This design comes from an exercise in tuning for small area, a short achievable clock period and few clock cycles on the open sky130 flow, not from production work.
Function was checked by simulation only, so behaviour that the tests miss may differ from the original.

== run A ==
==> flow/design.v <==
module microprocessor(
					input [7:0]data_in,
					input Enter,
					input Reset,
					input Clock,
					input testStart,
					input prog_we,
					input [4:0]prog_addr,
					output [7:0]dataOut,
					output Halt,
					output in_wait);
reg [7:0]  mem [0:31];
reg [3:0]  pcl;		 
reg [7:0]  pch;		 
reg [2:0]  op;		 
reg        f_ld, f_st, f_ari, f_in, f_hlt, f_jz, f_jp;	 
reg [31:0] ado;		 
reg        iv;		 
reg        m0_stale;	 
reg [7:0]  a;
reg        halt_o, wait_o;	 
reg [7:0] d;		 
reg [7:0] f;		 
reg       fwd;		 
integer k;
always @(*) begin
	d = 8'd0;
	f = 8'd0;
	fwd = 1'b0;
	for (k = 0; k < 32; k = k + 1) begin
		d = d | (mem[k] & {8{ado[k]}});
		f = f | (mem[k] & {8{pcl[k % 4] & pch[k / 4]}});
		fwd = fwd | (ado[k] & pcl[k % 4] & pch[k / 4]);
	end
end
wire taken  = (f_jz & a == 8'd0) | (f_jp & ~a[7]);
wire hold   = f_hlt | (f_in & ~(Enter & iv));
wire run    = ~Reset & ~m0_stale;		 
wire step   = run & ~hold;
wire [7:0] x = a ^ {8{op[0]}};
wire [7:0] g0 = x & d;
wire [7:0] p0 = x ^ d;
wire [7:0] g1, p1, g2, p2, g3;
genvar j;
generate
	for (j = 0; j < 8; j = j + 1) begin : pre
		if (j >= 1) begin
			assign g1[j] = g0[j] | (p0[j] & g0[j-1]);
			assign p1[j] = p0[j] & p0[j-1];
		end else begin
			assign g1[j] = g0[j];
			assign p1[j] = p0[j];
		end
		if (j >= 2) begin
			assign g2[j] = g1[j] | (p1[j] & g1[j-2]);
			assign p2[j] = p1[j] & p1[j-2];
		end else begin
			assign g2[j] = g1[j];
			assign p2[j] = p1[j];
		end
		if (j >= 4)
			assign g3[j] = g2[j] | (p2[j] & g2[j-4]);
		else
			assign g3[j] = g2[j];
	end
endgenerate
wire [7:0] carry = {g3[6:0], 1'b0};
wire [7:0] sum = p0 ^ carry ^ {8{op[0]}};
assign dataOut = a;
assign Halt    = halt_o;
assign in_wait = wait_o;
wire [7:0] a_next = f_ld ? d : (f_ari ? sum : data_in);
wire       a_load = step & (f_ld | f_ari | f_in);
wire [7:0] ir_next = ~run ? mem[0] : (taken ? d : (f_st & fwd ? a : f));
wire       ir_load = ~run | ~hold;
always @(posedge Clock or posedge Reset)
	if (Reset) begin
		iv     <= 1'b0;
		halt_o <= 1'b0;
		wait_o <= 1'b0;
	end else begin
		iv <= 1'b1;
		if (ir_load) begin
			halt_o <= ir_next[7:5] == 3'd7;
			wait_o <= ir_next[7:5] == 3'd4;
		end else begin
			halt_o <= f_hlt;
			wait_o <= f_in;
		end
	end
always @(posedge Clock)
	if (Reset)
		a <= 8'd0;
	else if (a_load)
		a <= a_next;
reg [3:0] tl;
reg [7:0] th;
always @(*) begin
	tl = 4'd0;
	th = 8'd0;
	for (k = 0; k < 32; k = k + 1) begin
		tl[k % 4] = tl[k % 4] | ado[k];
		th[k / 4] = th[k / 4] | ado[k];
	end
end
wire [3:0] bl = taken ? tl : pcl;	 
wire [7:0] bh = taken ? th : pch;
always @(posedge Clock) begin
	m0_stale <= Reset & (testStart | (prog_we & prog_addr == 5'd0));
	if (Reset) begin
		pcl <= 4'b0010;
		pch <= 8'b00000001;
	end else if (step) begin
		pcl <= {bl[2:0], bl[3]};
		pch <= bl[3] ? {bh[6:0], bh[7]} : bh;
	end
	if (ir_load) begin
		op  <= ir_next[7:5];
		f_ld  <= ir_next[7:5] == 3'd0;
		f_st  <= ir_next[7:5] == 3'd1;
		f_ari <= ir_next[7:6] == 2'b01;
		f_in  <= ir_next[7:5] == 3'd4;
		f_jz  <= ir_next[7:5] == 3'd5;
		f_jp  <= ir_next[7:5] == 3'd6;
		f_hlt <= ir_next[7:5] == 3'd7;
		ado <= 32'd1 << ir_next[4:0];
	end
end
function [7:0] boot;
	input [4:0] n;
	case (n)
	5'd0:  boot = 8'h80; 5'd1:  boot = 8'h3E; 5'd2:  boot = 8'h80; 5'd3:  boot = 8'h3F;
	5'd4:  boot = 8'h1E; 5'd5:  boot = 8'h7F; 5'd6:  boot = 8'hB0; 5'd7:  boot = 8'hCC;
	5'd8:  boot = 8'h1F; 5'd9:  boot = 8'h7E; 5'd10: boot = 8'h3F; 5'd11: boot = 8'hC4;
	5'd12: boot = 8'h1E; 5'd13: boot = 8'h7F; 5'd14: boot = 8'h3E; 5'd15: boot = 8'hC4;
	5'd16: boot = 8'h1E; default: boot = 8'hFF;
	endcase
endfunction
wire [7:0] wd = prog_we ? data_in : a;
integer i;
always @(posedge Clock)
	for (i = 0; i < 32; i = i + 1)
		if ((prog_we & prog_addr == i) | (f_st & ado[i] & run))
			mem[i] <= wd;
		else if (testStart & i < 18)
			mem[i] <= boot(i);
endmodule
clock: 7.0 ns
lec_check: 0
cap_margin: 20
core_margin: 2
core_utilization: 45
cts_cluster_diameter: 100
cts_cluster_size: 20
setup_slack_margin: 3.9
slew_margin: 20
run.sh (not shown) runs the stock make flow with config.mk's settings and CLKGATE_MAP_FILE= SYNTH_SCRIPT=/design/flow/synth_recipe.tcl, a recipe that flattens the netlist after the stock synthesis.
Run A went all the way through synthesis, placement and routing and the layout is clean on timing, DRC and antenna.
Testbench counts of run A, summed over its fixed seeds: cycles 48,466.
--- input diff run A..run E ---
# run A
export LEC_CHECK = 0
export CAP_MARGIN = 20
export CORE_MARGIN = 2
export CORE_UTILIZATION = 45
export CTS_CLUSTER_DIAMETER = 100
export CTS_CLUSTER_SIZE = 20
export SETUP_SLACK_MARGIN = 3.9
export SLEW_MARGIN = 20
create_clock -name core_clock -period 7.0 [get_ports {Clock}]
# run E
export LEC_CHECK = 0
export CAP_MARGIN = 20
export CORE_MARGIN = 2
export CORE_UTILIZATION = 45
export CTS_CLUSTER_DIAMETER = 100
export CTS_CLUSTER_SIZE = 20
export SETUP_SLACK_MARGIN = 3.8
export SLEW_MARGIN = 20
create_clock -name core_clock -period 7.0 [get_ports {Clock}]
Notes after the runs:
Run E: full flow OK, the timing, design-rule and antenna checks passed. Re maximum number of pins on one net before global-route repair: run E is 2 up on run A. Taking run A as the reference, in run E fraction of standard cell area in multi-input logic went down 0.32 points, final area did not really move. Taking run A as the reference point, the pre-CTS worst setup slack of run E rises by 0.19 ns. Placement-stage cell area (higher): run A. On global-route usage over all layers: between run E and run A, it ends up lower for run E.

[afterwards: timing with drivers on the ports]
The flow's constraints put no driver on any port. The routed layouts listed below were extracted and timed again, unchanged, in two steps. Step 1 assumes that a clkbuf_16 drives the clock port and a buf_2 every other input. Step 2 times the ports against the registers' clock, not the clock port: input delays grow and output delays shrink by t, the midpoint of the rising clock arrivals with the driver on. a / b / c = ideal / step 1 / step 2; a / b = the first two.
run | t (ns) | setup WS [ns] | clock arrival spread, ns | worst data-port slew with drivers (ns) | pins driven straight from the clock port
run A | 0.605 | 3.757 / 3.757 / 3.262 | 0.031 / 0.031 | 0.04 | 1
run E | 0.601 | 3.711 / 3.711 / 3.182 | 0.037 / 0.036 | 0.04 | 1
After both steps setup and hold are still met in every run listed. For run E, which loses most, drivers alone change the setup slack by 0.000 ns; drivers and shift together by -0.529 ns.
